Background: an optimization exercise with open tools, aiming at small area. Do not read the settings as production practice.
RTL that was checked went through simulation tests only; none was proved equivalent to the original.
No functional check of the RTL was part of run 1.
The clock port is modelled as an ideal driver; clocking choices that lean on that would not hold on a real chip.

==> flow/design.v <==
`timescale 1ns / 1ps
module rp_acq (
    input clk,
    input rst_n,
    input [31:0] gpio_data,
    input [13:0] adc_dat_a_in,
    input ext_trig,
    output [7:0] led_o,
    output [31:0] BRAM_write_address,
    output [31:0] BRAM_write_data,
    output [3:0] BRAM_wren
);
    reg c_st;             
    reg c_prev;           
    reg c_start;          
    reg [23:0] samples;
    reg [23:0] reps;
    reg [5:0] hops;       
    wire [23:0] gd = gpio_data[23:0] & {24{rst_n}};
    wire cmd_s = c_st & (gpio_data[30:25] == 6'b111110);
    wire cmd_r = c_st & (gpio_data[30:25] == 6'b111111);
    wire cmd_h = c_st & (gpio_data[30:25] == 6'b111101);
    always @(posedge clk) begin
        c_prev <= rst_n & gpio_data[31];
        c_st <= rst_n & ~c_st & (gpio_data[31] ^ c_prev);
        c_start <= rst_n & c_st & (gpio_data[30:24] == 7'b0000001);
        if (cmd_s | ~rst_n) samples <= gd;
        if (cmd_r | ~rst_n) reps <= gd;
        if (cmd_h | ~rst_n) hops <= gd[5:0];
    end
    reg [1:0] st;
    reg last_trig;
    reg [2:0] pc;         
    reg [23:0] slat;      
    reg [23:0] rcn;       
    reg [13:0] xr;        
    reg [24:0] widx;      
    wire run = st[1] & st[0];
    wire [24:0] wc;
    wire [23:0] winc;
    assign wc[0] = 1'b1;
    genvar gi;
    generate for (gi = 0; gi < 24; gi = gi + 1) begin : g_winc
        assign winc[gi] = widx[gi] ^ wc[gi];
        assign wc[gi + 1] = widx[gi] & wc[gi];
    end endgenerate
    wire last = (winc[23:0] == slat);
    wire rdc = run & last;
    wire [24:0] rb;
    wire [23:0] rnext;
    assign rb[0] = 1'b1;
    generate for (gi = 0; gi < 24; gi = gi + 1) begin : g_rdec
        assign rnext[gi] = rcn[gi] ^ (rb[gi] & rdc);
        assign rb[gi + 1] = rcn[gi] & rb[gi];
    end endgenerate
    wire pc_last = pc[2] & ~pc[1];
    always @(posedge clk) begin
        if (st == 2'd0) rcn <= ~reps;
        else rcn <= rnext;
    end
    always @(posedge clk) begin
        last_trig <= ext_trig;
        if (!rst_n) begin
            st <= 2'd0;
            xr <= 14'd0;
        end else begin
            case (st)
                2'd0: begin
                    if (c_start) st <= 2'd1;
                end
                2'd1: begin
                    pc <= 3'd0;
                    if (&rcn) st <= 2'd0;
                    else if (ext_trig & ~last_trig) st <= 2'd2;
                end
                2'd2: begin
                    pc <= {pc[1:0], ~pc[2]};
                    if (pc_last) begin
                        st <= 2'd3;
                        slat <= samples;
                        xr <= adc_dat_a_in;
                    end
                end
                2'd3: begin
                    xr <= adc_dat_a_in;
                    if (last) begin
                        st <= 2'd1;
                    end
                end
            endcase
        end
    end
    always @(posedge clk) begin
        if (rst_n & run) widx <= {1'b0, winc};
        else widx <= {25{1'b1}};
    end
    reg [5:0] ph;         
    reg [5:0] ph1;        
    wire [13:0] x = {xr[13], ~xr[12:0]};    
    wire [6:0] pcy;
    wire [5:0] pnext;
    assign pcy[0] = 1'b0;
    generate for (gi = 0; gi < 6; gi = gi + 1) begin : g_ph
        assign pnext[gi] = ph[gi] ^ hops[gi] ^ pcy[gi];
        assign pcy[gi + 1] = (ph[gi] & hops[gi]) | (ph[gi] & pcy[gi]) | (hops[gi] & pcy[gi]);
    end endgenerate
    always @(posedge clk) begin
        if (!rst_n) ph <= 6'd0;
        else ph <= pnext;
        ph1 <= ph;
    end
    wire [31:0] pdec;
    genvar gp;
    generate for (gp = 0; gp < 32; gp = gp + 1) begin : g_pdec
        assign pdec[gp] = (ph1[4:0] == gp);
    end endgenerate
    wire [14:0] mag;
    assign mag[0] = |(pdec & 32'hf194b5e4);
    assign mag[1] = |(pdec & 32'ha1f2feec);
    assign mag[2] = |(pdec & 32'ha50a9036);
    assign mag[3] = |(pdec & 32'h2a262db8);
    assign mag[4] = |(pdec & 32'h35d4c484);
    assign mag[5] = |(pdec & 32'h50be33fe);
    assign mag[6] = |(pdec & 32'h42d0851a);
    assign mag[7] = |(pdec & 32'hc7d6b53c);
    assign mag[8] = |(pdec & 32'h3a0afd80);
    assign mag[9] = |(pdec & 32'h5616d22a);
    assign mag[10] = |(pdec & 32'h9b4ee566);
    assign mag[11] = |(pdec & 32'h493ef9b4);
    assign mag[12] = |(pdec & 32'h38fefe38);
    assign mag[13] = |(pdec & 32'h07feffc0);
    assign mag[14] = |(pdec & 32'h00010000);
    wire s = ph1[5];
    wire [14:0] xb = {x, 1'b0};
    wire one0 = xb[1] ^ xb[0];
    wire two0 = (xb[2] & ~xb[1] & ~xb[0]) | (~xb[2] & xb[1] & xb[0]);
    wire neg0 = xb[2] ^ s;
    wire one1 = xb[3] ^ xb[2];
    wire two1 = (xb[4] & ~xb[3] & ~xb[2]) | (~xb[4] & xb[3] & xb[2]);
    wire neg1 = xb[4] ^ s;
    wire one2 = xb[5] ^ xb[4];
    wire two2 = (xb[6] & ~xb[5] & ~xb[4]) | (~xb[6] & xb[5] & xb[4]);
    wire neg2 = xb[6] ^ s;
    wire one3 = xb[7] ^ xb[6];
    wire two3 = (xb[8] & ~xb[7] & ~xb[6]) | (~xb[8] & xb[7] & xb[6]);
    wire neg3 = xb[8] ^ s;
    wire one4 = xb[9] ^ xb[8];
    wire two4 = (xb[10] & ~xb[9] & ~xb[8]) | (~xb[10] & xb[9] & xb[8]);
    wire neg4 = xb[10] ^ s;
    wire one5 = xb[11] ^ xb[10];
    wire two5 = (xb[12] & ~xb[11] & ~xb[10]) | (~xb[12] & xb[11] & xb[10]);
    wire neg5 = xb[12] ^ s;
    wire one6 = xb[13] ^ xb[12];
    wire two6 = (xb[14] & ~xb[13] & ~xb[12]) | (~xb[14] & xb[13] & xb[12]);
    wire neg6 = xb[14] ^ s;
    wire w0 = one0 & mag[0];
    wire w1 = neg0 & ~(one0 & mag[0]);
    wire w2 = ((one0 & mag[1]) | (two0 & mag[0])) ^ neg0;
    wire w3 = ((one0 & mag[2]) | (two0 & mag[1])) ^ neg0;
    wire w4 = ((one0 & mag[3]) | (two0 & mag[2])) ^ neg0;
    wire w5 = ((one0 & mag[4]) | (two0 & mag[3])) ^ neg0;
    wire w6 = ((one0 & mag[5]) | (two0 & mag[4])) ^ neg0;
    wire w7 = ((one0 & mag[6]) | (two0 & mag[5])) ^ neg0;
    wire w8 = ((one0 & mag[7]) | (two0 & mag[6])) ^ neg0;
    wire w9 = ((one0 & mag[8]) | (two0 & mag[7])) ^ neg0;
    wire w10 = ((one0 & mag[9]) | (two0 & mag[8])) ^ neg0;
    wire w11 = ((one0 & mag[10]) | (two0 & mag[9])) ^ neg0;
    wire w12 = ((one0 & mag[11]) | (two0 & mag[10])) ^ neg0;
    wire w13 = ((one0 & mag[12]) | (two0 & mag[11])) ^ neg0;
    wire w14 = ((one0 & mag[13]) | (two0 & mag[12])) ^ neg0;
    wire w15 = ((one0 & mag[14]) | (two0 & mag[13])) ^ neg0;
    wire w16 = ((one0 & 1'b0) | (two0 & mag[14])) ^ neg0;
    wire w17 = ~neg0;
    wire w18 = one1 & mag[0];
    wire w19 = neg1 & ~(one1 & mag[0]);
    wire w20 = ((one1 & mag[1]) | (two1 & mag[0])) ^ neg1;
    wire w21 = ((one1 & mag[2]) | (two1 & mag[1])) ^ neg1;
    wire w22 = ((one1 & mag[3]) | (two1 & mag[2])) ^ neg1;
    wire w23 = ((one1 & mag[4]) | (two1 & mag[3])) ^ neg1;
    wire w24 = ((one1 & mag[5]) | (two1 & mag[4])) ^ neg1;
    wire w25 = ((one1 & mag[6]) | (two1 & mag[5])) ^ neg1;
    wire w26 = ((one1 & mag[7]) | (two1 & mag[6])) ^ neg1;
    wire w27 = ((one1 & mag[8]) | (two1 & mag[7])) ^ neg1;
    wire w28 = ((one1 & mag[9]) | (two1 & mag[8])) ^ neg1;
    wire w29 = ((one1 & mag[10]) | (two1 & mag[9])) ^ neg1;
    wire w30 = ((one1 & mag[11]) | (two1 & mag[10])) ^ neg1;
    wire w31 = ((one1 & mag[12]) | (two1 & mag[11])) ^ neg1;
    wire w32 = ((one1 & mag[13]) | (two1 & mag[12])) ^ neg1;
    wire w33 = ((one1 & mag[14]) | (two1 & mag[13])) ^ neg1;
    wire w34 = ((one1 & 1'b0) | (two1 & mag[14])) ^ neg1;
    wire w35 = ~neg1;
    wire w36 = one2 & mag[0];
    wire w37 = neg2 & ~(one2 & mag[0]);
    wire w38 = ((one2 & mag[1]) | (two2 & mag[0])) ^ neg2;
    wire w39 = ((one2 & mag[2]) | (two2 & mag[1])) ^ neg2;
    wire w40 = ((one2 & mag[3]) | (two2 & mag[2])) ^ neg2;
    wire w41 = ((one2 & mag[4]) | (two2 & mag[3])) ^ neg2;
    wire w42 = ((one2 & mag[5]) | (two2 & mag[4])) ^ neg2;
    wire w43 = ((one2 & mag[6]) | (two2 & mag[5])) ^ neg2;
    wire w44 = ((one2 & mag[7]) | (two2 & mag[6])) ^ neg2;
    wire w45 = ((one2 & mag[8]) | (two2 & mag[7])) ^ neg2;
    wire w46 = ((one2 & mag[9]) | (two2 & mag[8])) ^ neg2;
    wire w47 = ((one2 & mag[10]) | (two2 & mag[9])) ^ neg2;
    wire w48 = ((one2 & mag[11]) | (two2 & mag[10])) ^ neg2;
    wire w49 = ((one2 & mag[12]) | (two2 & mag[11])) ^ neg2;
    wire w50 = ((one2 & mag[13]) | (two2 & mag[12])) ^ neg2;
    wire w51 = ((one2 & mag[14]) | (two2 & mag[13])) ^ neg2;
    wire w52 = ((one2 & 1'b0) | (two2 & mag[14])) ^ neg2;
    wire w53 = ~neg2;
    wire w54 = one3 & mag[0];
    wire w55 = neg3 & ~(one3 & mag[0]);
    wire w56 = ((one3 & mag[1]) | (two3 & mag[0])) ^ neg3;
    wire w57 = ((one3 & mag[2]) | (two3 & mag[1])) ^ neg3;
    wire w58 = ((one3 & mag[3]) | (two3 & mag[2])) ^ neg3;
    wire w59 = ((one3 & mag[4]) | (two3 & mag[3])) ^ neg3;
    wire w60 = ((one3 & mag[5]) | (two3 & mag[4])) ^ neg3;
    wire w61 = ((one3 & mag[6]) | (two3 & mag[5])) ^ neg3;
    wire w62 = ((one3 & mag[7]) | (two3 & mag[6])) ^ neg3;
    wire w63 = ((one3 & mag[8]) | (two3 & mag[7])) ^ neg3;
    wire w64 = ((one3 & mag[9]) | (two3 & mag[8])) ^ neg3;
    wire w65 = ((one3 & mag[10]) | (two3 & mag[9])) ^ neg3;
    wire w66 = ((one3 & mag[11]) | (two3 & mag[10])) ^ neg3;
    wire w67 = ((one3 & mag[12]) | (two3 & mag[11])) ^ neg3;
    wire w68 = ((one3 & mag[13]) | (two3 & mag[12])) ^ neg3;
    wire w69 = ((one3 & mag[14]) | (two3 & mag[13])) ^ neg3;
    wire w70 = ((one3 & 1'b0) | (two3 & mag[14])) ^ neg3;
    wire w71 = ~neg3;
    wire w72 = one4 & mag[0];
    wire w73 = neg4 & ~(one4 & mag[0]);
    wire w74 = ((one4 & mag[1]) | (two4 & mag[0])) ^ neg4;
    wire w75 = ((one4 & mag[2]) | (two4 & mag[1])) ^ neg4;
    wire w76 = ((one4 & mag[3]) | (two4 & mag[2])) ^ neg4;
    wire w77 = ((one4 & mag[4]) | (two4 & mag[3])) ^ neg4;
    wire w78 = ((one4 & mag[5]) | (two4 & mag[4])) ^ neg4;
    wire w79 = ((one4 & mag[6]) | (two4 & mag[5])) ^ neg4;
    wire w80 = ((one4 & mag[7]) | (two4 & mag[6])) ^ neg4;
    wire w81 = ((one4 & mag[8]) | (two4 & mag[7])) ^ neg4;
    wire w82 = ((one4 & mag[9]) | (two4 & mag[8])) ^ neg4;
    wire w83 = ((one4 & mag[10]) | (two4 & mag[9])) ^ neg4;
    wire w84 = ((one4 & mag[11]) | (two4 & mag[10])) ^ neg4;
    wire w85 = ((one4 & mag[12]) | (two4 & mag[11])) ^ neg4;
    wire w86 = ((one4 & mag[13]) | (two4 & mag[12])) ^ neg4;
    wire w87 = ((one4 & mag[14]) | (two4 & mag[13])) ^ neg4;
    wire w88 = ((one4 & 1'b0) | (two4 & mag[14])) ^ neg4;
    wire w89 = ~neg4;
    wire w90 = one5 & mag[0];
    wire w91 = neg5 & ~(one5 & mag[0]);
    wire w92 = ((one5 & mag[1]) | (two5 & mag[0])) ^ neg5;
    wire w93 = ((one5 & mag[2]) | (two5 & mag[1])) ^ neg5;
    wire w94 = ((one5 & mag[3]) | (two5 & mag[2])) ^ neg5;
    wire w95 = ((one5 & mag[4]) | (two5 & mag[3])) ^ neg5;
    wire w96 = ((one5 & mag[5]) | (two5 & mag[4])) ^ neg5;
    wire w97 = ((one5 & mag[6]) | (two5 & mag[5])) ^ neg5;
    wire w98 = ((one5 & mag[7]) | (two5 & mag[6])) ^ neg5;
    wire w99 = ((one5 & mag[8]) | (two5 & mag[7])) ^ neg5;
    wire w100 = ((one5 & mag[9]) | (two5 & mag[8])) ^ neg5;
    wire w101 = ((one5 & mag[10]) | (two5 & mag[9])) ^ neg5;
    wire w102 = ((one5 & mag[11]) | (two5 & mag[10])) ^ neg5;
    wire w103 = ((one5 & mag[12]) | (two5 & mag[11])) ^ neg5;
    wire w104 = ((one5 & mag[13]) | (two5 & mag[12])) ^ neg5;
    wire w105 = ((one5 & mag[14]) | (two5 & mag[13])) ^ neg5;
    wire w106 = ((one5 & 1'b0) | (two5 & mag[14])) ^ neg5;
    wire w107 = ~neg5;
    wire w108 = one6 & mag[0];
    wire w109 = neg6 & ~(one6 & mag[0]);
    wire w110 = ((one6 & mag[1]) | (two6 & mag[0])) ^ neg6;
    wire w111 = ((one6 & mag[2]) | (two6 & mag[1])) ^ neg6;
    wire w112 = ((one6 & mag[3]) | (two6 & mag[2])) ^ neg6;
    wire w113 = ((one6 & mag[4]) | (two6 & mag[3])) ^ neg6;
    wire w114 = ((one6 & mag[5]) | (two6 & mag[4])) ^ neg6;
    wire w115 = ((one6 & mag[6]) | (two6 & mag[5])) ^ neg6;
    wire w116 = ((one6 & mag[7]) | (two6 & mag[6])) ^ neg6;
    wire w117 = ((one6 & mag[8]) | (two6 & mag[7])) ^ neg6;
    wire w118 = ((one6 & mag[9]) | (two6 & mag[8])) ^ neg6;
    wire w119 = ((one6 & mag[10]) | (two6 & mag[9])) ^ neg6;
    wire w120 = ((one6 & mag[11]) | (two6 & mag[10])) ^ neg6;
    wire w121 = ((one6 & mag[12]) | (two6 & mag[11])) ^ neg6;
    wire w122 = ((one6 & mag[13]) | (two6 & mag[12])) ^ neg6;
    wire w123 = ((one6 & mag[14]) | (two6 & mag[13])) ^ neg6;
    wire w124 = ((one6 & 1'b0) | (two6 & mag[14])) ^ neg6;
    wire w125 = ~neg6;
    wire w126 = w12 ^ w28;
    wire w127 = w12 & w28;
    wire w128 = w13 ^ w29 ^ w45;
    wire w129 = (w13 & w29) | (w13 & w45) | (w29 & w45);
    wire w130 = w14 ^ w30 ^ w46;
    wire w131 = (w14 & w30) | (w14 & w46) | (w30 & w46);
    wire w132 = w62 ^ w78;
    wire w133 = w62 & w78;
    wire w134 = w15 ^ w31 ^ w47;
    wire w135 = (w15 & w31) | (w15 & w47) | (w31 & w47);
    wire w136 = w63 ^ w79;
    wire w137 = w63 & w79;
    wire w138 = w16 ^ w32 ^ w48;
    wire w139 = (w16 & w32) | (w16 & w48) | (w32 & w48);
    wire w140 = w64 ^ w80;
    wire w141 = w64 & w80;
    wire w142 = neg0 ^ w33 ^ w49;
    wire w143 = (neg0 & w33) | (neg0 & w49) | (w33 & w49);
    wire w144 = w65 ^ w81;
    wire w145 = w65 & w81;
    wire w146 = neg0 ^ w34 ^ w50;
    wire w147 = (neg0 & w34) | (neg0 & w50) | (w34 & w50);
    wire w148 = w66 ^ w82;
    wire w149 = w66 & w82;
    wire w150 = w17 ^ w35 ^ w51;
    wire w151 = (w17 & w35) | (w17 & w51) | (w35 & w51);
    wire w152 = w67 ^ w83;
    wire w153 = w67 & w83;
    wire w154 = 1'b1 ^ w52 ^ w68;
    wire w155 = (1'b1 & w52) | (1'b1 & w68) | (w52 & w68);
    wire w156 = w8 ^ w24;
    wire w157 = w8 & w24;
    wire w158 = w9 ^ w25 ^ w41;
    wire w159 = (w9 & w25) | (w9 & w41) | (w25 & w41);
    wire w160 = w10 ^ w26 ^ w42;
    wire w161 = (w10 & w26) | (w10 & w42) | (w26 & w42);
    wire w162 = w58 ^ w73;
    wire w163 = w58 & w73;
    wire w164 = w11 ^ w27 ^ w43;
    wire w165 = (w11 & w27) | (w11 & w43) | (w27 & w43);
    wire w166 = w59 ^ w75 ^ w90;
    wire w167 = (w59 & w75) | (w59 & w90) | (w75 & w90);
    wire w168 = w44 ^ w60 ^ w76;
    wire w169 = (w44 & w60) | (w44 & w76) | (w60 & w76);
    wire w170 = w91 ^ w92 ^ w126;
    wire w171 = (w91 & w92) | (w91 & w126) | (w92 & w126);
    wire w172 = w61 ^ w77 ^ w93;
    wire w173 = (w61 & w77) | (w61 & w93) | (w77 & w93);
    wire w174 = w108 ^ w127 ^ w128;
    wire w175 = (w108 & w127) | (w108 & w128) | (w127 & w128);
    wire w176 = w94 ^ w109 ^ w110;
    wire w177 = (w94 & w109) | (w94 & w110) | (w109 & w110);
    wire w178 = w132 ^ w129 ^ w130;
    wire w179 = (w132 & w129) | (w132 & w130) | (w129 & w130);
    wire w180 = w95 ^ w111 ^ w133;
    wire w181 = (w95 & w111) | (w95 & w133) | (w111 & w133);
    wire w182 = w136 ^ w131 ^ w134;
    wire w183 = (w136 & w131) | (w136 & w134) | (w131 & w134);
    wire w184 = w96 ^ w112 ^ w137;
    wire w185 = (w96 & w112) | (w96 & w137) | (w112 & w137);
    wire w186 = w140 ^ w135 ^ w138;
    wire w187 = (w140 & w135) | (w140 & w138) | (w135 & w138);
    wire w188 = w97 ^ w113 ^ w141;
    wire w189 = (w97 & w113) | (w97 & w141) | (w113 & w141);
    wire w190 = w144 ^ w139 ^ w142;
    wire w191 = (w144 & w139) | (w144 & w142) | (w139 & w142);
    wire w192 = w98 ^ w114 ^ w145;
    wire w193 = (w98 & w114) | (w98 & w145) | (w114 & w145);
    wire w194 = w148 ^ w143 ^ w146;
    wire w195 = (w148 & w143) | (w148 & w146) | (w143 & w146);
    wire w196 = w99 ^ w115 ^ w149;
    wire w197 = (w99 & w115) | (w99 & w149) | (w115 & w149);
    wire w198 = w152 ^ w147 ^ w150;
    wire w199 = (w152 & w147) | (w152 & w150) | (w147 & w150);
    wire w200 = w84 ^ w100 ^ w116;
    wire w201 = (w84 & w100) | (w84 & w116) | (w100 & w116);
    wire w202 = w153 ^ w151 ^ w154;
    wire w203 = (w153 & w151) | (w153 & w154) | (w151 & w154);
    wire w204 = w53 ^ w69 ^ w85;
    wire w205 = (w53 & w69) | (w53 & w85) | (w69 & w85);
    wire w206 = w101 ^ w117 ^ w155;
    wire w207 = (w101 & w117) | (w101 & w155) | (w117 & w155);
    wire w208 = 1'b1 ^ w70 ^ w86;
    wire w209 = (1'b1 & w70) | (1'b1 & w86) | (w70 & w86);
    wire w210 = w102 ^ w118;
    wire w211 = w102 & w118;
    wire w212 = w71 ^ w87 ^ w103;
    wire w213 = (w71 & w87) | (w71 & w103) | (w87 & w103);
    wire w214 = 1'b1 ^ w88;
    wire w215 = 1'b1 & w88;
    wire w216 = w6 ^ w22;
    wire w217 = w6 & w22;
    wire w218 = w7 ^ w23 ^ w39;
    wire w219 = (w7 & w23) | (w7 & w39) | (w23 & w39);
    wire w220 = w40 ^ w55 ^ w56;
    wire w221 = (w40 & w55) | (w40 & w56) | (w55 & w56);
    wire w222 = w57 ^ w72 ^ w157;
    wire w223 = (w57 & w72) | (w57 & w157) | (w72 & w157);
    wire w224 = w74 ^ w162 ^ w159;
    wire w225 = (w74 & w162) | (w74 & w159) | (w162 & w159);
    wire w226 = w163 ^ w161 ^ w164;
    wire w227 = (w163 & w161) | (w163 & w164) | (w161 & w164);
    wire w228 = w165 ^ w167 ^ w168;
    wire w229 = (w165 & w167) | (w165 & w168) | (w167 & w168);
    wire w230 = w169 ^ w172 ^ w171;
    wire w231 = (w169 & w172) | (w169 & w171) | (w172 & w171);
    wire w232 = w173 ^ w176 ^ w175;
    wire w233 = (w173 & w176) | (w173 & w175) | (w176 & w175);
    wire w234 = w177 ^ w180 ^ w179;
    wire w235 = (w177 & w180) | (w177 & w179) | (w180 & w179);
    wire w236 = w181 ^ w184 ^ w183;
    wire w237 = (w181 & w184) | (w181 & w183) | (w184 & w183);
    wire w238 = w185 ^ w188 ^ w187;
    wire w239 = (w185 & w188) | (w185 & w187) | (w188 & w187);
    wire w240 = w189 ^ w192 ^ w191;
    wire w241 = (w189 & w192) | (w189 & w191) | (w192 & w191);
    wire w242 = w193 ^ w196 ^ w195;
    wire w243 = (w193 & w196) | (w193 & w195) | (w196 & w195);
    wire w244 = w200 ^ w197 ^ w199;
    wire w245 = (w200 & w197) | (w200 & w199) | (w197 & w199);
    wire w246 = w201 ^ w204 ^ w203;
    wire w247 = (w201 & w204) | (w201 & w203) | (w204 & w203);
    wire w248 = w210 ^ w205 ^ w208;
    wire w249 = (w210 & w205) | (w210 & w208) | (w205 & w208);
    wire w250 = w119 ^ w211 ^ w209;
    wire w251 = (w119 & w211) | (w119 & w209) | (w211 & w209);
    wire w252 = w104 ^ w120 ^ w214;
    wire w253 = (w104 & w120) | (w104 & w214) | (w120 & w214);
    wire w254 = w89 ^ w105 ^ w121;
    wire w255 = (w89 & w105) | (w89 & w121) | (w105 & w121);
    wire w256 = 1'b1 ^ w106;
    wire w257 = 1'b1 & w106;
    wire w258 = w4 ^ w19;
    wire w259 = w4 & w19;
    wire w260 = w5 ^ w21 ^ w36;
    wire w261 = (w5 & w21) | (w5 & w36) | (w21 & w36);
    wire w262 = w37 ^ w38 ^ w216;
    wire w263 = (w37 & w38) | (w37 & w216) | (w38 & w216);
    wire w264 = w54 ^ w217 ^ w218;
    wire w265 = (w54 & w217) | (w54 & w218) | (w217 & w218);
    wire w266 = w156 ^ w219 ^ w220;
    wire w267 = (w156 & w219) | (w156 & w220) | (w219 & w220);
    wire w268 = w221 ^ w158 ^ w222;
    wire w269 = (w221 & w158) | (w221 & w222) | (w158 & w222);
    wire w270 = w160 ^ w223 ^ w224;
    wire w271 = (w160 & w223) | (w160 & w224) | (w223 & w224);
    wire w272 = w166 ^ w225 ^ w226;
    wire w273 = (w166 & w225) | (w166 & w226) | (w225 & w226);
    wire w274 = w170 ^ w227 ^ w228;
    wire w275 = (w170 & w227) | (w170 & w228) | (w227 & w228);
    wire w276 = w229 ^ w174 ^ w230;
    wire w277 = (w229 & w174) | (w229 & w230) | (w174 & w230);
    wire w278 = w178 ^ w231 ^ w232;
    wire w279 = (w178 & w231) | (w178 & w232) | (w231 & w232);
    wire w280 = w182 ^ w233 ^ w234;
    wire w281 = (w182 & w233) | (w182 & w234) | (w233 & w234);
    wire w282 = w186 ^ w235 ^ w236;
    wire w283 = (w186 & w235) | (w186 & w236) | (w235 & w236);
    wire w284 = w190 ^ w237 ^ w238;
    wire w285 = (w190 & w237) | (w190 & w238) | (w237 & w238);
    wire w286 = w194 ^ w239 ^ w240;
    wire w287 = (w194 & w239) | (w194 & w240) | (w239 & w240);
    wire w288 = w198 ^ w241 ^ w242;
    wire w289 = (w198 & w241) | (w198 & w242) | (w241 & w242);
    wire w290 = w202 ^ w243 ^ w244;
    wire w291 = (w202 & w243) | (w202 & w244) | (w243 & w244);
    wire w292 = w206 ^ w245 ^ w246;
    wire w293 = (w206 & w245) | (w206 & w246) | (w245 & w246);
    wire w294 = w207 ^ w248 ^ w247;
    wire w295 = (w207 & w248) | (w207 & w247) | (w248 & w247);
    wire w296 = w212 ^ w249 ^ w250;
    wire w297 = (w212 & w249) | (w212 & w250) | (w249 & w250);
    wire w298 = w213 ^ w252 ^ w251;
    wire w299 = (w213 & w252) | (w213 & w251) | (w252 & w251);
    wire w300 = w215 ^ w254 ^ w253;
    wire w301 = (w215 & w254) | (w215 & w253) | (w254 & w253);
    wire w302 = w122 ^ w256 ^ w255;
    wire w303 = (w122 & w256) | (w122 & w255) | (w256 & w255);
    wire w304 = w107 ^ w123 ^ w257;
    wire w305 = (w107 & w123) | (w107 & w257) | (w123 & w257);
    wire w306 = 1'b1 ^ w124;
    wire w307 = 1'b1 & w124;
    wire w308 = w1 ^ w2;
    wire w309 = w1 & w2;
    wire w310 = w3 ^ w18 ^ w309;
    wire w311 = (w3 & w18) | (w3 & w309) | (w18 & w309);
    wire w312 = w20 ^ w258 ^ w311;
    wire w313 = (w20 & w258) | (w20 & w311) | (w258 & w311);
    wire w314 = w259 ^ w260 ^ w313;
    wire w315 = (w259 & w260) | (w259 & w313) | (w260 & w313);
    wire w316 = w261 ^ w262 ^ w315;
    wire w317 = (w261 & w262) | (w261 & w315) | (w262 & w315);
    wire w318 = w263 ^ w264 ^ w317;
    wire w319 = (w263 & w264) | (w263 & w317) | (w264 & w317);
    wire w320 = w265 ^ w266 ^ w319;
    wire w321 = (w265 & w266) | (w265 & w319) | (w266 & w319);
    wire w322 = w267 ^ w268 ^ w321;
    wire w323 = (w267 & w268) | (w267 & w321) | (w268 & w321);
    wire w324 = w269 ^ w270;
    wire w325 = w269 & w270;
    wire w326 = w271 ^ w272 ^ w325;
    wire w327 = (w271 & w272) | (w271 & w325) | (w272 & w325);
    wire w328 = w273 ^ w274 ^ w327;
    wire w329 = (w273 & w274) | (w273 & w327) | (w274 & w327);
    wire w330 = w275 ^ w276 ^ w329;
    wire w331 = (w275 & w276) | (w275 & w329) | (w276 & w329);
    wire w332 = w277 ^ w278 ^ w331;
    wire w333 = (w277 & w278) | (w277 & w331) | (w278 & w331);
    wire w334 = w324 ^ w323;
    wire w335 = w323 & w324;
    wire w336 = w326 ^ w335;
    wire w337 = w324 & w326;
    wire w338 = w323 & w337;
    wire w339 = w328 ^ w338;
    wire w340 = w337 & w328;
    wire w341 = w323 & w340;
    wire w342 = w330 ^ w341;
    wire w343 = w340 & w330;
    wire w344 = w323 & w343;
    wire w345 = w332 ^ w344;
    wire w346 = w343 & w332;
    wire w347 = w323 & w346;
    wire w348 = w333 | w347;
    wire w349 = w279 ^ w280;
    wire w350 = w279 & w280;
    wire w351 = w281 ^ w282 ^ w350;
    wire w352 = (w281 & w282) | (w281 & w350) | (w282 & w350);
    wire w353 = w283 ^ w284 ^ w352;
    wire w354 = (w283 & w284) | (w283 & w352) | (w284 & w352);
    wire w355 = w285 ^ w286 ^ w354;
    wire w356 = (w285 & w286) | (w285 & w354) | (w286 & w354);
    wire w357 = w287 ^ w288 ^ w356;
    wire w358 = (w287 & w288) | (w287 & w356) | (w288 & w356);
    wire w359 = w349 ^ w348;
    wire w360 = w348 & w349;
    wire w361 = w351 ^ w360;
    wire w362 = w349 & w351;
    wire w363 = w348 & w362;
    wire w364 = w353 ^ w363;
    wire w365 = w362 & w353;
    wire w366 = w348 & w365;
    wire w367 = w355 ^ w366;
    wire w368 = w365 & w355;
    wire w369 = w348 & w368;
    wire w370 = w357 ^ w369;
    wire w371 = w368 & w357;
    wire w372 = w348 & w371;
    wire w373 = w358 | w372;
    wire w374 = w289 ^ w290;
    wire w375 = w289 & w290;
    wire w376 = w291 ^ w292 ^ w375;
    wire w377 = (w291 & w292) | (w291 & w375) | (w292 & w375);
    wire w378 = w293 ^ w294 ^ w377;
    wire w379 = (w293 & w294) | (w293 & w377) | (w294 & w377);
    wire w380 = w296 ^ w295 ^ w379;
    wire w381 = (w296 & w295) | (w296 & w379) | (w295 & w379);
    wire w382 = w297 ^ w298 ^ w381;
    wire w383 = (w297 & w298) | (w297 & w381) | (w298 & w381);
    wire w384 = w374 ^ w373;
    wire w385 = w373 & w374;
    wire w386 = w376 ^ w385;
    wire w387 = w374 & w376;
    wire w388 = w373 & w387;
    wire w389 = w378 ^ w388;
    wire w390 = w387 & w378;
    wire w391 = w373 & w390;
    wire w392 = w380 ^ w391;
    wire w393 = w390 & w380;
    wire w394 = w373 & w393;
    wire w395 = w382 ^ w394;
    wire w396 = w393 & w382;
    wire w397 = w373 & w396;
    wire w398 = w383 | w397;
    wire w399 = w300 ^ w299;
    wire w400 = w300 & w299;
    wire w401 = w302 ^ w301 ^ w400;
    wire w402 = (w302 & w301) | (w302 & w400) | (w301 & w400);
    wire w403 = w304 ^ w303 ^ w402;
    wire w404 = (w304 & w303) | (w304 & w402) | (w303 & w402);
    wire w405 = w306 ^ w305 ^ w404;
    wire w406 = (w306 & w305) | (w306 & w404) | (w305 & w404);
    wire w407 = w125 ^ w307 ^ w406;
    wire w408 = (w125 & w307) | (w125 & w406) | (w307 & w406);
    wire w409 = w399 ^ w398;
    wire w410 = w398 & w399;
    wire w411 = w401 ^ w410;
    wire w412 = w399 & w401;
    wire w413 = w398 & w412;
    wire w414 = w403 ^ w413;
    wire w415 = w412 & w403;
    wire w416 = w398 & w415;
    wire w417 = w405 ^ w416;
    wire w418 = w415 & w405;
    wire w419 = w398 & w418;
    wire w420 = w407 ^ w419;
    wire w421 = w418 & w407;
    wire [28:0] pm = {w420, w417, w414, w411, w409, w395, w392, w389, w386, w384, w370, w367, w364, w361, w359, w345, w342, w339, w336, w334, w322, w320, w318, w316, w314, w312, w310, w308, w0};
    reg [28:0] prod;
    always @(posedge clk) prod <= pm;
    assign led_o = {6'd0, st};
    assign BRAM_wren = {4{run}};
    assign BRAM_write_address = {{5{widx[24]}}, widx, 2'b00};
    assign BRAM_write_data = {{3{prod[28]}}, prod};
endmodule
==> flow/flow/run.sh <==
#!/bin/bash
# Own layout flow: the standard synthesis, then the combinational logic
# between the standard synthesis's registers and adder cells is re-mapped for
# area with ABC (registers, full and half adders and tie cells are kept as
# they are), then the standard layout with a minimum-size buffer on every
# port.  Each tool writes its full output to a log file in this folder.
set -euo pipefail
W=$PWD
F=$W/flow
R=$W/orfs/results/${FLOW_PLATFORM}/rp_acq/base
YOSYS=${FLOW_HOME}/../tools/install/yosys/bin/yosys
[ -x "$YOSYS" ] || YOSYS=yosys
LIB=${FLOW_HOME}/platforms/${FLOW_PLATFORM}/lib/sky130_fd_sc_hd__tt_025C_1v80.lib

bash standard.sh synth > $W/log_1_standard_synth.log 2>&1
cp $R/1_2_yosys.v $W/standard_synth.v

python3 $F/reopt.py $W/standard_synth.v $W/reopt_in.v > $W/log_2_reopt_py.log 2>&1
bash $F/reopt.sh $W/reopt_in.v $W/reopt_out.v $W > $W/log_3_reopt.log 2>&1
cp $W/reopt_out.v $R/1_2_yosys.v

CTS="-sink_clustering_enable -repair_clock_nets -dont_use_dummy_load -buf_list sky130_fd_sc_hd__clkbuf_8 -sink_clustering_size 20 -sink_clustering_max_diameter 40"
MK=(BUFFER_PORTS_ARGS="-buffer_cell sky130_fd_sc_hd__buf_1" CTS_ARGS="$CTS")
bash standard.sh "${MK[@]}" cts > $W/log_4_standard_to_cts.log 2>&1
CTS_ODB=$R/4_cts.odb CTS_BIG=50 CTS_SMALL=25 openroad -no_init -exit $F/cts_resize.tcl > $W/log_5_cts_resize.log 2>&1
bash standard.sh "${MK[@]}" finish > $W/log_6_standard_layout.log 2>&1
==> flow/flow/cts_resize.tcl <==
# Size each clock tree buffer by the number of flip-flop clock pins it
# drives, so no clock pin sees a slow edge, then re-legalize the placement.
read_db $::env(CTS_ODB)
set block [ord::get_db_block]
set db [ord::get_db]
proc master {name} { return [[ord::get_db] findMaster $name] }
set changed 0
foreach inst [$block getInsts] {
  set m [[$inst getMaster] getName]
  if {![string match "sky130_fd_sc_hd__clkbuf_*" $m]} { continue }
  set out [$inst findITerm X]
  if {$out == "NULL"} { continue }
  set net [$out getNet]
  if {$net == "NULL" || [$net getSigType] != "CLOCK"} { continue }
  set ff 0
  set bufs 0
  set xs {}
  set ys {}
  foreach it [$net getITerms] {
    set bb [[$it getInst] getBBox]
    lappend xs [$bb xMin]
    lappend ys [$bb yMin]
    if {[$it isOutputSignal]} { continue }
    set mm [[$it getInst] getMaster]
    if {[string match "*clkbuf*" [$mm getName]]} { incr bufs } else { incr ff }
  }
  if {$bufs > 0} { continue }
  # estimated load in fF: about 2 fF per clock pin and 0.25 fF per um of
  # the pins' half perimeter
  set hpwl [expr {([tcl::mathfunc::max {*}$xs] - [tcl::mathfunc::min {*}$xs] + [tcl::mathfunc::max {*}$ys] - [tcl::mathfunc::min {*}$ys]) / 1000.0}]
  set load [expr {2.0 * $ff + 0.25 * $hpwl}]
  if {$load > $::env(CTS_BIG)} {
    set want sky130_fd_sc_hd__clkbuf_16
  } elseif {$load <= $::env(CTS_SMALL)} {
    set want sky130_fd_sc_hd__clkbuf_4
  } else {
    set want sky130_fd_sc_hd__clkbuf_8
  }
  if {$want != $m} {
    puts "[$inst getName]: $ff flip-flops, load about $load fF, $m -> $want"
    $inst swapMaster [master $want]
    incr changed
  }
}
puts "clock buffers resized: $changed"
detailed_placement
check_placement -verbose
write_db $::env(CTS_ODB)
==> flow/flow/libfunc.py <==
"""Read combinational cell functions from the sky130hd liberty file and turn
an ABC-mapped gate netlist into Verilog assign statements."""
import re

def lib_functions(path):
    txt = open(path).read()
    funcs = {}
    for m in re.finditer(r'\n\s*cell\s*\(\s*"?(\w+)"?\s*\)\s*\{', txt):
        name = m.group(1)
        start = m.end()
        nxt = txt.find('\n    cell (', start)
        body = txt[start:nxt if nxt > 0 else len(txt)]
        outs = {}
        for pm in re.finditer(r'pin\s*\(\s*"?(\w+)"?\s*\)\s*\{', body):
            pb = body[pm.end():pm.end() + 4000]
            d = re.search(r'direction\s*:\s*"?(\w+)"?', pb)
            f = re.search(r'function\s*:\s*"([^"]*)"', pb)
            if d and d.group(1) == 'output' and f:
                outs[pm.group(1)] = f.group(1)
        if outs:
            funcs[name] = outs
    return funcs

def to_verilog_expr(f, pins):
    # liberty: ! not, & or space and, | or + or, ^ xor
    e = f.replace('!', '~').replace('+', '|')
    e = re.sub(r'\)\s+\(', ')&(', e)
    e = re.sub(r'(\w)\s+(\w)', r'\1&\2', e)
    e = re.sub(r'(\w)\s+\(', r'\1&(', e)
    e = re.sub(r'\)\s+(\w)', r')&\1', e)
    e = re.sub(r'\b([A-Z]\w*)\b', lambda m: '(%s)' % pins[m.group(1)] if m.group(1) in pins else m.group(0), e)
    return e

import subprocess, os, tempfile
ABC = '/OpenROAD-flow-scripts/tools/install/yosys/bin/yosys-abc'
LIB = '/OpenROAD-flow-scripts/flow/platforms/sky130hd/lib/sky130_fd_sc_hd__tt_025C_1v80.lib'
DONT = ['sky130_fd_sc_hd__probe_p_8', 'sky130_fd_sc_hd__probec_p_8']

def abc_map(blif_text, script, prefix):
    """Optimize and map a BLIF with ABC; return (verilog assign lines, area)."""
    d = tempfile.mkdtemp()
    fi = os.path.join(d, 'in.blif'); fo = os.path.join(d, 'out.blif')
    open(fi, 'w').write(blif_text)
    cmd = 'read_lib -w %s; read %s; %s; print_stats; write_blif %s' % (LIB, fi, script, fo)
    r = subprocess.run([ABC, '-c', cmd], capture_output=True, text=True)
    area = re.findall(r'area\s*=\s*([0-9.]+)', r.stdout)
    funcs = lib_functions(LIB)
    lines = []
    txt = open(fo).read().replace('\\\n', ' ')
    n = 0
    for ln in txt.split('\n'):
        ln = ln.strip()
        if ln.startswith('.gate'):
            parts = ln.split()[1:]
            cell = parts[0]
            pins = dict(p.split('=') for p in parts[1:])
            outs = funcs[cell]
            for op, f in outs.items():
                if op in pins:
                    lines.append('    assign %s = %s;' % (pins[op], to_verilog_expr(f, pins)))
        elif ln.startswith('.names'):
            parts = ln.split()[1:]
            lines.append(('NAMES', parts))
    # handle .names (constants / buffers) simply
    out = []
    tl = txt.split('\n')
    i = 0
    while i < len(tl):
        ln = tl[i].strip()
        if ln.startswith('.names'):
            parts = ln.split()[1:]
            rows = []
            i += 1
            while i < len(tl) and tl[i].strip() and not tl[i].strip().startswith('.'):
                rows.append(tl[i].strip()); i += 1
            if len(parts) == 1:
                out.append("    assign %s = 1'b%d;" % (parts[0], 1 if rows and rows[0] == '1' else 0))
            elif len(parts) == 2 and rows in (['1 1'],):
                out.append('    assign %s = %s;' % (parts[1], parts[0]))
            elif len(parts) == 2 and rows in (['0 1'],):
                out.append('    assign %s = ~%s;' % (parts[1], parts[0]))
            else:
                raise Exception('names %s %s' % (parts, rows))
            continue
        i += 1
    return [l for l in lines if not isinstance(l, tuple)] + out, float(area[-1]) if area else None
==> flow/flow/reopt.py <==
#!/usr/bin/env python3
"""Prepare a mapped sky130 netlist (flat, one module) for re-mapping its
combinational logic: single-output combinational cells become assign
statements; flip-flops, full/half adders and tie cells stay as instances.
Full adders with two or three inverted inputs are flipped
(FA(~a,~b,~c) = ~FA(a,b,c)), so the inverters can cancel; half adders with
an unused output become a plain gate.
usage: reopt.py in.v out.v"""
import re, sys
sys.path.insert(0, __file__.rsplit('/', 1)[0])
import libfunc

KEEP = re.compile(r'sky130_fd_sc_hd__(fa|ha|dfxtp|edfxtp|dfrtp|conb|dfstp|sdf|edf)')
INV = re.compile(r'sky130_fd_sc_hd__(inv|clkinv)_\d+$')

def esc(n):
    return n + ' ' if n.startswith('\\') else n

def main(fi, fo):
    net = open(fi).read()
    funcs = libfunc.lib_functions(libfunc.LIB)
    m = re.search(r'module\s+(\w+)\s*\((.*?)\);(.*)endmodule', net, re.S)
    top, ports, body = m.group(1), m.group(2), m.group(3)
    stmts = [s.strip() for s in body.split(';') if s.strip()]
    cells = []   # [type, name, pins dict] or None for plain statements
    other = []
    for s in stmts:
        mi = re.match(r'(sky130_fd_sc_hd__\w+)\s+(\S+)\s*\((.*)\)$', s, re.S)
        if mi:
            pins = dict((a, b.strip()) for a, b in re.findall(r'\.(\w+)\(([^()]*)\)', mi.group(3)))
            cells.append([mi.group(1), mi.group(2), pins])
        else:
            other.append(s)
    outpins = ('X', 'Y', 'Q', 'Q_N', 'SUM', 'COUT', 'HI', 'LO')
    use = {}
    for t, n, p in cells:
        for k, v in p.items():
            if k not in outpins and v:
                use[v] = use.get(v, 0) + 1
    for s in other:
        if s.startswith('assign'):
            rhs = s.split('=', 1)[1]
            for v in re.findall(r'(\\\S+|[A-Za-z_][\w$]*(?:\s*\[\d+\])?)', rhs):
                v = v.strip()
                use[v] = use.get(v, 0) + 1
    inv_of = {}
    for t, n, p in cells:
        if INV.match(t):
            inv_of[p['Y']] = p['A']
    extra = []
    wires = []
    cnt = [0]
    def newnet():
        cnt[0] += 1
        w = 'reopt_n%d' % cnt[0]
        wires.append(w)
        return w
    # Choose a polarity for every full adder (flipped: it gets complemented
    # inputs and gives complemented outputs) to need as few inverters as
    # possible.  A net's value is traced back through inverters to a base
    # net; a base driven by other logic is taken to be free in either
    # polarity, one driven by a flip-flop or half adder is true only.
    drv = {}
    for i, (t, n, p) in enumerate(cells):
        for k, v in p.items():
            if k in outpins and v:
                drv[v] = i
    def base(v):
        r = 0
        while v in inv_of:
            v = inv_of[v]; r ^= 1
        return v, r
    fas = [i for i, c in enumerate(cells) if re.match(r'sky130_fd_sc_hd__fa_\d', c[0])]
    fa_idx = dict((i, j) for j, i in enumerate(fas))
    pol = [0] * len(fas)
    # requirements: base -> list of (kind, fa index or None, parity)
    req = {}
    for i, (t, n, p) in enumerate(cells):
        if INV.match(t):
            continue
        generic = not KEEP.match(t)
        for k, v in p.items():
            if k in outpins or not v:
                continue
            b, r = base(v)
            if i in fa_idx:
                req.setdefault(b, []).append((fa_idx[i], r))
            elif not generic:
                req.setdefault(b, []).append((None, r))
    for s_ in other:
        if s_.startswith('assign'):
            rhs = s_.split('=', 1)[1].strip()
            b, r = base(rhs)
            req.setdefault(b, []).append((None, r))
    def src_pol(b):
        j = drv.get(b)
        if j is None:
            return 0
        if j in fa_idx:
            return ('fa', fa_idx[j])
        if KEEP.match(cells[j][0]):
            return 0
        return None   # generic logic: free
    bases = list(req.keys())
    bsrc = dict((b, src_pol(b)) for b in bases)
    def cost_of(b):
        sp = bsrc[b]
        if sp is None:
            return 0
        have = pol[sp[1]] if isinstance(sp, tuple) else 0
        need = set((r ^ (pol[j] if j is not None else 0)) for j, r in req[b])
        return 1 if any(x != have for x in need) else 0
    touch = {}
    for b in bases:
        sp = bsrc[b]
        if isinstance(sp, tuple):
            touch.setdefault(sp[1], set()).add(b)
        for j, r in req[b]:
            if j is not None:
                touch.setdefault(j, set()).add(b)
    improved = True
    rounds = 0
    while improved and rounds < 50:
        improved = False
        rounds += 1
        for j in range(len(fas)):
            bs = touch.get(j, ())
            before = sum(cost_of(b) for b in bs)
            pol[j] ^= 1
            after = sum(cost_of(b) for b in bs)
            if after < before:
                improved = True
            else:
                pol[j] ^= 1
    flips = 0
    for j, i in enumerate(fas):
        if not pol[j]:
            continue
        flips += 1
        t, n, p = cells[i]
        new = []
        for k in ('A', 'B', 'CIN'):
            w = newnet()
            extra.append('assign %s = ~%s;' % (w, esc(p[k])))
            p[k] = w
        for k in ('SUM', 'COUT'):
            o = p.get(k, '')
            if o:
                w = newnet()
                extra.append('assign %s = ~%s;' % (esc(o), w))
                p[k] = w
    out = ['module %s(%s);' % (top, ports)]
    for s in other:
        out.append('  ' + s + ' ;')
    for w in wires:
        out.append('  wire %s;' % w)
    ha_fixed = 0
    for t, n, p in cells:
        if re.match(r'sky130_fd_sc_hd__ha_\d', t):
            s_, c_ = p.get('SUM', ''), p.get('COUT', '')
            if not s_ or use.get(s_, 0) == 0:
                out.append('  assign %s = %s & %s;' % (esc(c_), esc(p['A']), esc(p['B'])))
                ha_fixed += 1
                continue
            if not c_ or use.get(c_, 0) == 0:
                out.append('  assign %s = %s ^ %s;' % (esc(s_), esc(p['A']), esc(p['B'])))
                ha_fixed += 1
                continue
        if KEEP.match(t):
            out.append('  %s %s (%s);' % (t, n, ', '.join('.%s(%s)' % (k, esc(v)) for k, v in p.items())))
            continue
        pe = dict((k, esc(v)) for k, v in p.items())
        for op, f in funcs[t].items():
            if op in p and p[op]:
                out.append('  assign %s = %s;' % (pe[op], libfunc.to_verilog_expr(f, pe)))
    for s in extra:
        out.append('  ' + s)
    out.append('endmodule')
    open(fo, 'w').write('\n'.join(out) + '\n')
    print('full adders flipped: %d, half adders made plain gates: %d' % (flips, ha_fixed))

if __name__ == '__main__':
    main(sys.argv[1], sys.argv[2])
==> flow/flow/reopt.sh <==
#!/bin/bash
# Re-map the combinational logic of $1 (prepared by reopt.py) with several
# ABC scripts in parallel, then keep as $2 the result with the smallest area
# after OpenROAD's resizer has repaired it (slew, and setup with a margin of
# REOPT_MARGIN ns, without wires).  Each run's full output goes to a log in $3.
set -uo pipefail
IN=$1; OUT=$2; LOGDIR=$3
F=$(cd "$(dirname "$0")" && pwd)
YOSYS=${FLOW_HOME}/../tools/install/yosys/bin/yosys
[ -x "$YOSYS" ] || YOSYS=yosys
P=${FLOW_HOME}/platforms/${FLOW_PLATFORM}
export LIB=$P/lib/sky130_fd_sc_hd__tt_025C_1v80.lib
export TECH_LEF=$P/lef/sky130_fd_sc_hd.tlef
export SC_LEF=$P/lef/sky130_fd_sc_hd_merged.lef
export EST_MARGIN=${REOPT_MARGIN:-0.3}
export PLATFORM_DIR=$P
T=${REOPT_SECONDS:-60}
scripts=(
  "strash; &get -n; &dch -f; &nf -R 1000; &put"
  "strash; &get -n; &dch -f; &nf; &put"
  "strash; &get -n; &syn2; &dch -f; &nf -R 1000; &put"
  "strash; dc2; &get -n; &dch -f; &nf -R 1000; &put"
  "strash; &get -n; &dch -f; &nf; &put; strash; &get -n; &dch -f; &nf -R 1000; &put"
)
for s in 1 2 3 4 5; do
  scripts+=("strash; &get -n; &deepsyn -T $T -S $s; &dch -f; &nf -R 1000; &put")
done
pids=()
for i in "${!scripts[@]}"; do
  d=$LOGDIR/reopt_$i; mkdir -p $d
  echo "${scripts[$i]}" | tr ';' '\n' | sed 's/^ *//' > $d/script.abc
  ( $YOSYS -p "read_liberty -lib $LIB; read_verilog $IN; hierarchy -top ${FLOW_TOP}; opt -purge; techmap; opt -fast; abc -liberty $LIB -dont_use *probe* -dont_use *lpflow* -script $d/script.abc; opt_clean -purge; setundef -zero; hilomap -singleton -hicell sky130_fd_sc_hd__conb_1 HI -locell sky130_fd_sc_hd__conb_1 LO; splitnets; opt_clean -purge; check; tee -o $d/stat.txt stat -liberty $LIB; write_verilog -noattr -nohex -nodec $d/out.v" > $LOGDIR/log_3_reopt_run$i.log 2>&1
    NET=$d/out.v openroad -no_init -exit $F/reopt_est.tcl > $LOGDIR/log_3_reopt_est$i.log 2>&1 ) &
  pids+=($!)
done
for p in "${pids[@]}"; do wait $p || true; done
best=""; bestE=""
for i in "${!scripts[@]}"; do
  d=$LOGDIR/reopt_$i
  a=$(grep "Chip area" $d/stat.txt 2>/dev/null | awk '{print $NF}')
  e=$(grep "^EST" $LOGDIR/log_3_reopt_est$i.log 2>/dev/null | awk '{print $2}')
  w=$(grep "^WNS1" $LOGDIR/log_3_reopt_est$i.log 2>/dev/null | awk '{print $2}')
  [ -n "$a" ] && [ -n "$e" ] && [ -s $d/out.v ] || continue
  echo "run $i: area $a, after repair $e (slack $w): ${scripts[$i]}"
  if [ -z "$bestE" ] || awk "BEGIN{exit !($e < $bestE)}"; then best=$i; bestE=$e; fi
done
echo "kept run $best"
cp $LOGDIR/reopt_$best/out.v $OUT
==> flow/flow/reopt_est.tcl <==
# Area of a re-mapped netlist after the resizer has repaired it for slew and
# for setup with a margin, without wires: used only to choose among the
# re-mapping candidates.
read_lef $::env(TECH_LEF)
read_lef $::env(SC_LEF)
read_liberty $::env(LIB)
read_verilog $::env(NET)
link_design $::env(FLOW_TOP)
read_sdc $::env(FLOW_SDC)
source $::env(PLATFORM_DIR)/setRC.tcl
set_dont_use {sky130_fd_sc_hd__probe_p_8 sky130_fd_sc_hd__probec_p_8 *lpflow*}
puts "WNS0 [worst_slack -max]"
repair_design
repair_timing -setup -setup_margin $::env(EST_MARGIN)
puts "WNS1 [worst_slack -max]"
set a 0
foreach inst [get_cells *] { set a [expr {$a + [get_property [get_lib_cells -of_objects $inst] area]}] }
puts "EST $a"
==> flow/standard.sh <==
#!/bin/bash
# synth_recipe.tcl (not shown) runs the flow's synth.tcl, then flattens the netlist and writes it again
# the make line also repeats each setting of config.mk as NAME=value (left out here)
make -C /OpenROAD-flow-scripts/flow DESIGN_CONFIG=/design/flow/config.mk WORK_HOME=/design/flow/orfs CLKGATE_MAP_FILE= SYNTH_SCRIPT=/design/flow/synth_recipe.tcl "${@:-finish}"
==> flow/config.mk <==
export PLATFORM = sky130hd
export DESIGN_NAME = rp_acq
export DESIGN_NICKNAME = rp_acq
export VERILOG_FILES = /design/flow/design.v
export SDC_FILE = /design/flow/constraint.sdc
export NUM_CORES = 8
export LEC_CHECK = 0
export ABC_AREA = 1
export CAP_MARGIN = 10
export CORE_MARGIN = 2
export CORE_UTILIZATION = 40
export GPL_ROUTABILITY_DRIVEN = 0
export GPL_TIMING_DRIVEN = 0
export PLACE_DENSITY = 0.8
export SETUP_SLACK_MARGIN = 0.1
export SLEW_MARGIN = 10
==> flow/constraint.sdc <==
create_clock -name core_clock -period 8.0 [get_ports {clk}]
set_input_delay 1.6000 -clock core_clock [delete_from_list [all_inputs] [get_ports {clk}]]
set_output_delay 1.6000 -clock core_clock [all_outputs]
set_load 0.01 [all_outputs]
==> results of run 1 <==
-- through the flow --
stage / area (µm²) / hold slack (ps) / setup TNS [ps] / utilization
after global routing: 13500 / 391 / 0 / 0.460
after detailed placement: 13100 / 355 / -2830 / 0.445
after floorplan: 11900 / 334 / 0 / -
final: 13500 / 370 / 0 / 0.460
after CTS: 13400 / 385 / 0 / 0.455
after global placement: 12800 / 346 / -7430 / 0.436
-- area by class of cell --
| class | instances | area [µm²] |
|---|---|---|
| clock buffers | 17 | 245 |
| repair buffers | 139 | 676 |
| well taps | 390 | 488 |
| fillers | 2619 | 15900 |
| inverters | 45 | 169 |
| multi-input cells | 859 | 7290 |
| flip-flops and latches | 191 | 4650 |
-- placed cells by master, fill, tap and decap left out, drive strengths merged, types with 9 or more instances in the layout --
cell type / instances
a21oi: 35
a22oi: 54
a31oi: 9
and2: 33
and3: 11
buf: 138
clkbuf: 18
clkinv: 45
dfxtp: 110
edfxtp: 81
fa: 98
ha: 48
nand2: 52
nand2b: 11
nand3: 22
nand4: 11
nor2: 91
nor2b: 12
nor3: 16
nor4: 9
o21ai: 44
o22ai: 46
or2: 26
xnor2: 105
xor2: 64
-- per-layer routing --
| layer | part of all wire | track usage | wire length, µm | vias to the layer above |
|---|---|---|---|---|
| li1 | - | - | - | 4174 |
| met1 | 0.42 | 0.243 | 11700 | 4360 |
| met2 | 0.46 | 0.293 | 12900 | 464 |
| met3 | 0.084 | 0.0373 | 2360 | 101 |
| met4 | 0.040 | 0.0875 | 1130 | 0 |
| met5 | 0 | 0 | 0 | - |
-- registers in the layout, summed over array words and instances, names as in the netlist, 6 cells and up --
| register | flops |
|---|---|
| reps | 24 |
| slat | 24 |
| ph1 | 6 |
| samples | 24 |
| widx | 25 |
| hops | 6 |
| prod | 29 |
| xr | 14 |
| ph | 6 |
| rcn | 24 |
-- worst max-delay path: stages, from the launching register on --
cell and delay [ps]:
dfxtp_4 430, nor2_1 110, nand2_1 160, nor2_1 130
a31oi_1 240, o21ai_0 180, or4_4 560, a22oi_1 240
xnor2_1 180, fa_1 490, fa_1 480, fa_1 520
fa_1 490, clkinv_1 60, ha_1 140, clkinv_1 80
fa_1 450, fa_1 460, fa_1 450, fa_1 520
o21ai_2 230, nand4_1 230, o31ai_4 290, and4_4 280
nand2_1 70, xnor2_1 130
-- timing repair --
action	in CTS	in global routing
hold buffers	0	0
setup endpoints to repair	8	11
pin swaps	2	3
setup buffers	3	5
gates resized for setup	16	19
-- how the worst max path moves through the flow --
stage / depth (start not counted) / endpoint / slack (ps) / startpoint
after detailed placement: 24 / prod[28]$_DFF_P_ / -690 / ph1[4]$_DFF_P_
after floorplan: 25 / prod[28]$_DFF_P_ / 230 / ph1[0]$_DFF_P_
after CTS: 23 / prod[28]$_DFF_P_ / 110 / ph1[3]$_DFF_P_
after global routing: 25 / prod[28]$_DFF_P_ / 8 / ph1[3]$_DFF_P_
final: 25 / prod[28]$_DFF_P_ / 310 / ph1[0]$_DFF_P_
after global placement: 26 / prod[28]$_DFF_P_ / -1190 / ph1[0]$_DFF_P_
==> qor.txt, run 1 <==
R2R Setup Slk -> 310 ps
Rows -> 63
Hold WC Path Type -> flop to flop
Initial antenna violation count -> 0
Syn avg cell area -> 10.9 µm²
Die height -> 176 µm
Max transition margin -> 0.236
GRT Overall Usage -> 0.184
Skew final -> 36.7 ps
Reg2reg path depth -> 25
Final count of hold timing violations -> 0
Slew @ Worst Pin -> 1150 ps
R2r startpoint -> ph1[0]$_DFF_P_
Setup CP Type -> flop to flop
CTS Buffer Depth -> 2
CTS H-tree depth -> 4
FMAX -> 0.130 GHz
Num CTS Buffers -> 17
Syn. warnings -> 1
Synth Cell Area -> 11,900 µm²
Core ar. -> 29,400 µm²
Minimum clock period -> 7690 ps
Die ar. -> 31,000 µm²
Status -> finished clean
Pin count of the biggest net entering global routing -> 35
TritonCTS clock tree -> built
CTS sink cnt -> 191
Non-Filler Instances -> 1,641
Number of cells after detailed placement -> 1,616
Fin worst setup slack -> 309 ps
CP required -> 8360 ps
Initial Utilization -> 0.403
Unrepaired setup endpoints after global routing -> yes
Initial DRT Pass Iterations -> 6
First-pass GRT wire length -> 45,200 µm
Layout cell share with drive strength beyond 1 -> 0.0639
Hold path depth -> 0
Critical Path Sink Type -> flop
Vias per inst -> 5.54
Final setup fails -> 0
Gate Count Post-Synth -> 1,088
Hold EP -> ph1[2]$_DFF_P_
Drc violations -> 0
Grt ovf -> 0
Final antenna-violating net count -> 0
Clock Latency Late Sink -> 490 ps
CP Data Arrival Time -> 8050 ps
IO Pins -> 125
Port bufs -> 116
Post-layout nets -> 1,448
DR WL/cell -> 17.2 µm
Hpwl dp -> 21,100 µm
Initial DRC Count -> 1,238
Final worst-path cycle share -> 0.961
Final wirelength -> 28,200 µm
Number of global-route vias before repair -> 8,918
Worst r2r dst -> prod[28]$_DFF_P_
Antenna cells -> 0
CP max FO -> 14
Via count -> 9,099
Setup crit start kind -> flop
Clock Pin Slew Worst Setup and Hold Paths -> 70 ps
Clock root cell -> clkbuf_8
Pre-CTS setup slack -> -687 ps
Max Slew Vio Count -> 0
Synthesis-to-layout area growth -> 14.0%
Maxcap violations -> 0
Hold_sp -> ph[2]$_SDFF_PN0_
Die Wd -> 176 µm
==> inputs of run 2 (changes only) <==
--- a/flow/design.v
+++ b/flow/design.v
@@ -37,9 +37,9 @@
     reg [24:0] widx;      
     wire run = st[1] & st[0];
-    wire [24:0] wc;
-    wire [23:0] winc;
+    wire [25:0] wc;
+    wire [24:0] winc;
     assign wc[0] = 1'b1;
     genvar gi;
-    generate for (gi = 0; gi < 24; gi = gi + 1) begin : g_winc
+    generate for (gi = 0; gi < 25; gi = gi + 1) begin : g_winc
         assign winc[gi] = widx[gi] ^ wc[gi];
         assign wc[gi + 1] = widx[gi] & wc[gi];
@@ -92,5 +92,5 @@
     end
     always @(posedge clk) begin
-        if (rst_n & run) widx <= {1'b0, winc};
+        if (rst_n & run) widx <= winc;
         else widx <= {25{1'b1}};
     end
==> flow/flow/reopt.sh (replaced) <==
#!/bin/bash
# Re-map the combinational logic of $1 (prepared by reopt.py) with a set of
# Yosys/ABC script variants (at most NUM_CORES at a time), then keep as $2
# the result with the smallest area after OpenROAD's resizer has repaired it
# (slew, and setup with a margin of REOPT_MARGIN ns, without wires).  Each
# run's full output goes to a log in $3.
set -uo pipefail
IN=$1; OUT=$2; LOGDIR=$3
F=$(cd "$(dirname "$0")" && pwd)
YOSYS=${FLOW_HOME}/../tools/install/yosys/bin/yosys
[ -x "$YOSYS" ] || YOSYS=yosys
P=${FLOW_HOME}/platforms/${FLOW_PLATFORM}
export LIB=$P/lib/sky130_fd_sc_hd__tt_025C_1v80.lib
export TECH_LEF=$P/lef/sky130_fd_sc_hd.tlef
export SC_LEF=$P/lef/sky130_fd_sc_hd_merged.lef
export EST_MARGIN=${REOPT_MARGIN:-0.3}
export PLATFORM_DIR=$P
export IN LOGDIR F YOSYS
T=${REOPT_SECONDS:-45}
R="strash; &get -n; &dch -f; &nf -R 1000; &put"
scripts=(
  "$R"
  "$R; $R"
  "$R; $R; $R"
  "strash; &get -n; &syn2; &dch -f; &nf -R 1000; &put"
  "strash; dc2; &get -n; &dch -f; &nf -R 1000; &put"
  "strash; &get -n; &dch -f; &nf -R 1000 -F 8 -A 4; &put"
  "strash; &get -n; &dch -f; &nf -R 1000 -p; &put"
  "strash; &get -n; &deepsyn -T $T -S 1; &dch -f; &nf -R 1000; &put"
  "strash; &get -n; &deepsyn -T $T -S 2; &dch -f; &nf -R 1000; &put"
)
pres=("" "abc -g AND,NAND,OR,NOR,XOR,XNOR,MUX; opt;" "freduce; opt;")
run_one() {
  i=$1; pre=$2; scr=$3
  d=$LOGDIR/reopt_$i; mkdir -p $d
  echo "$scr" | tr ';' '\n' | sed 's/^ *//' > $d/script.abc
  $YOSYS -p "read_liberty -lib $LIB; read_verilog $IN; hierarchy -top ${FLOW_TOP}; opt -purge; techmap; opt -fast; $pre abc -liberty $LIB -dont_use *probe* -dont_use *lpflow* -script $d/script.abc; opt_clean -purge; setundef -zero; hilomap -singleton -hicell sky130_fd_sc_hd__conb_1 HI -locell sky130_fd_sc_hd__conb_1 LO; splitnets; opt_clean -purge; check; tee -o $d/stat.txt stat -liberty $LIB; write_verilog -noattr -nohex -nodec $d/out.v" > $LOGDIR/log_3_reopt_run$i.log 2>&1
  NET=$d/out.v openroad -no_init -exit $F/reopt_est.tcl > $LOGDIR/log_3_reopt_est$i.log 2>&1
}
export -f run_one
jobs=$LOGDIR/reopt_jobs.txt
: > $jobs
n=0
for pre in "${pres[@]}"; do
  for scr in "${scripts[@]}"; do
    printf '%s|%s|%s\n' "$n" "$pre" "$scr" >> $jobs
    n=$((n+1))
  done
done
tr '\n' '\0' < $jobs | xargs -0 -P ${NUM_CORES:-8} -I{} bash -c 'IFS="|" read -r i pre scr <<< "$1"; run_one "$i" "$pre" "$scr"' _ {}
best=""; bestE=""
while IFS='|' read -r i pre scr; do
  d=$LOGDIR/reopt_$i
  a=$(grep "Chip area" $d/stat.txt 2>/dev/null | awk '{print $NF}')
  e=$(grep "^EST" $LOGDIR/log_3_reopt_est$i.log 2>/dev/null | awk '{print $2}')
  w=$(grep "^WNS1" $LOGDIR/log_3_reopt_est$i.log 2>/dev/null | awk '{print $2}')
  [ -n "$a" ] && [ -n "$e" ] && [ -s $d/out.v ] || continue
  echo "run $i: area $a, after repair $e (slack $w): $pre $scr"
  if [ -z "$bestE" ] || awk "BEGIN{exit !($e < $bestE)}"; then best=$i; bestE=$e; fi
done < $jobs
echo "kept run $best"
cp $LOGDIR/reopt_$best/out.v $OUT
==> qor.txt, run 2 <==
Status -> finished clean
DR WL/cell -> 16.2 µm
Reg2reg path depth -> 23
FMAX -> 0.132 GHz
Final wirelength -> 26,300 µm
Post-layout nets -> 1,432
CP Data Arrival Time -> 7900 ps
Vias per inst -> 5.45
Clock Latency Late Sink -> 470 ps
Rows -> 62
Gate Count Post-Synth -> 1,070
GR met3 Demand/Resource -> 0.0302
Via count -> 8,824
Unrepaired setup endpoints after global routing -> no
Max transition margin -> 0.134
Critical Path Sink Type -> flop
Num CTS Buffers -> 17
GRT met1 Usage -> 0.229
Clock Pin Slew Worst Setup and Hold Paths -> 90 ps
Skew final -> 27.4 ps
Commonest non-fill, non-tap cell in the layout -> buf_1
Number of global-route vias before repair -> 8,590
Initial DRT Pass Iterations -> 6
Setup crit start kind -> flop
Hold WC Path Type -> flop to flop
Final worst-path cycle share -> 0.944
Layer with the highest usage -> met2
GRT Overall Usage -> 0.175
Hold EP -> ph1[0]$_DFF_P_
CTS sink cnt -> 191
Hpwl dp -> 19,800 µm
Maxcap violations -> 0
Syn avg cell area -> 10.9 µm²
Worst r2r dst -> prod[28]$_DFF_P_
Max Slew Vio Count -> 0
Port bufs -> 116
Initial Utilization -> 0.406
Syn. warnings -> 1
Post-Place Cell Area -> 12,800 µm²
First-pass GRT wire length -> 42,900 µm
Fin util -> 0.464
R2R Setup Slk -> 450 ps
Slew @ Worst Pin -> 1300 ps
Setup CP Type -> flop to flop
Die ar. -> 30,500 µm²
Final count of hold timing violations -> 0
CTS Buffer Depth -> 2
Grt ovf -> 0
CP required -> 8350 ps
Top Registers -> prod: 29 flops, widx: 25 flops
Initial antenna violation count -> 1
Die Wd -> 175 µm
# hold bufs at CTS -> 0
Drc violations -> 0
GR Util met2 -> 0.285
IO Pins -> 125
Core ar. -> 28,700 µm²
Synth Cell Area -> 11,600 µm²
CTS H-tree depth -> 4
Initial DRC Count -> 1,006
Antenna cells -> 0
TritonCTS clock tree -> built
Post-route cell area -> 13,300 µm²
Synthesis-to-layout area growth -> 14.4%
R2r startpoint -> ph1[0]$_DFF_P_
Number of flip-flops in the largest register -> 29
Minimum clock period -> 7550 ps
Largest Register -> prod
Hold path depth -> 0
Layout cell share with drive strength beyond 1 -> 0.0648
Final antenna-violating net count -> 0
Die height -> 175 µm
Hold_sp -> ph[0]$_SDFF_PN0_
Most frequent cells in the layout -> buf_1 (115), dfxtp_1 (106), o22ai_1 (99)
Pin count of the biggest net entering global routing -> 38
CP max FO -> 20
Clock root cell -> clkbuf_8
Final setup fails -> 0
run 2: through the flow:
step / setup TNS, ps / hold WS [ps] / std cells / setup slack [ps]
after floorplan: 0 / 334 / 1077 / 203
after global placement: -8860 / 350 / 1577 / -1010
after detailed placement: -4580 / 360 / 1589 / -611
after CTS: 0 / 366 / 1608 / 111
after global routing: 0 / 376 / 1618 / 99.1
final: 0 / 364 / 1618 / 450
run 2: layout make-up:
type / instances / area (µm²)
inverter: 44 / 165
fill: 2602 / 15400
tap: 384 / 480
timing repair buffer: 140 / 674
sequential: 191 / 4640
clock buffer: 17 / 245
multi-input combinational: 842 / 7110
run 2: metal layers:
layer	up-vias	share of wire
li1	4096	-
met1	4252	0.42
met2	380	0.48
met3	94	0.062
met4	2	0.039
met5	-	0.00049
run 2: critical path, cell delays in order (launching register included):
cell      delay [ps]
dfxtp_2          550
nor2b_1          500
nand3_1          260
and3_1           290
nand2_1          190
nor3_4            60
o22ai_1          260
xnor2_1          200
fa_1             480
fa_1             490
fa_1             520
fa_1             480
clkinv_1          60
ha_1             140
clkinv_1          80
fa_1             450
fa_1             460
fa_1             450
fa_1             540
o31ai_4          360
nand2_1          130
nand2_1          170
nand3_1          150
xnor2_1          150
run 2: timing repair:
action	in CTS	in global routing
gates resized for setup	12	17
setup buffers	2	10
pin swaps	1	5
setup endpoints to repair	10	19
run 2: worst max-delay path by stage:
stage                              start          endpoint  slack, ps  depth (start not counted)
after floorplan           ph1[0]$_DFF_P_  prod[28]$_DFF_P_        200                         23
after global placement    ph1[0]$_DFF_P_  prod[28]$_DFF_P_      -1010                         23
after detailed placement  ph1[4]$_DFF_P_  prod[28]$_DFF_P_       -610                         23
after CTS                 ph1[1]$_DFF_P_  prod[28]$_DFF_P_        110                         24
after global routing      ph1[2]$_DFF_P_  prod[28]$_DFF_P_        100                         24
final                     ph1[0]$_DFF_P_  prod[28]$_DFF_P_        450                         23

[static timing again, ports no longer ideal]
The flow's constraints put no driver on any port. The routed layouts listed below were extracted and timed again, unchanged, in two steps.
Step 1 (the two cells are an assumption about what drives the block):
set clk [get_ports {clk}]
set_driving_cell -lib_cell sky130_fd_sc_hd__clkbuf_16 $clk
set_driving_cell -lib_cell sky130_fd_sc_hd__buf_2 [delete_from_list [all_inputs] $clk]
Step 2 times the ports against the registers' clock, not the clock port: input delays grow and output delays shrink by t, the midpoint of the rising clock arrivals with the driver on.
Three values: no drivers, after step 1, after step 2; two values: the first two.
run | shift t [ns] | setup WS [ns] | clock arrival spread, ns | worst slew at a driven data input, ns
run 1 | 0.516 | 0.309 / 0.309 / 0.309 | 0.037 / 0.037 | 0.06
run 2 | 0.497 | 0.450 / 0.450 / 0.450 | 0.035 / 0.034 | 0.06
After both steps every run listed still meets setup and hold.
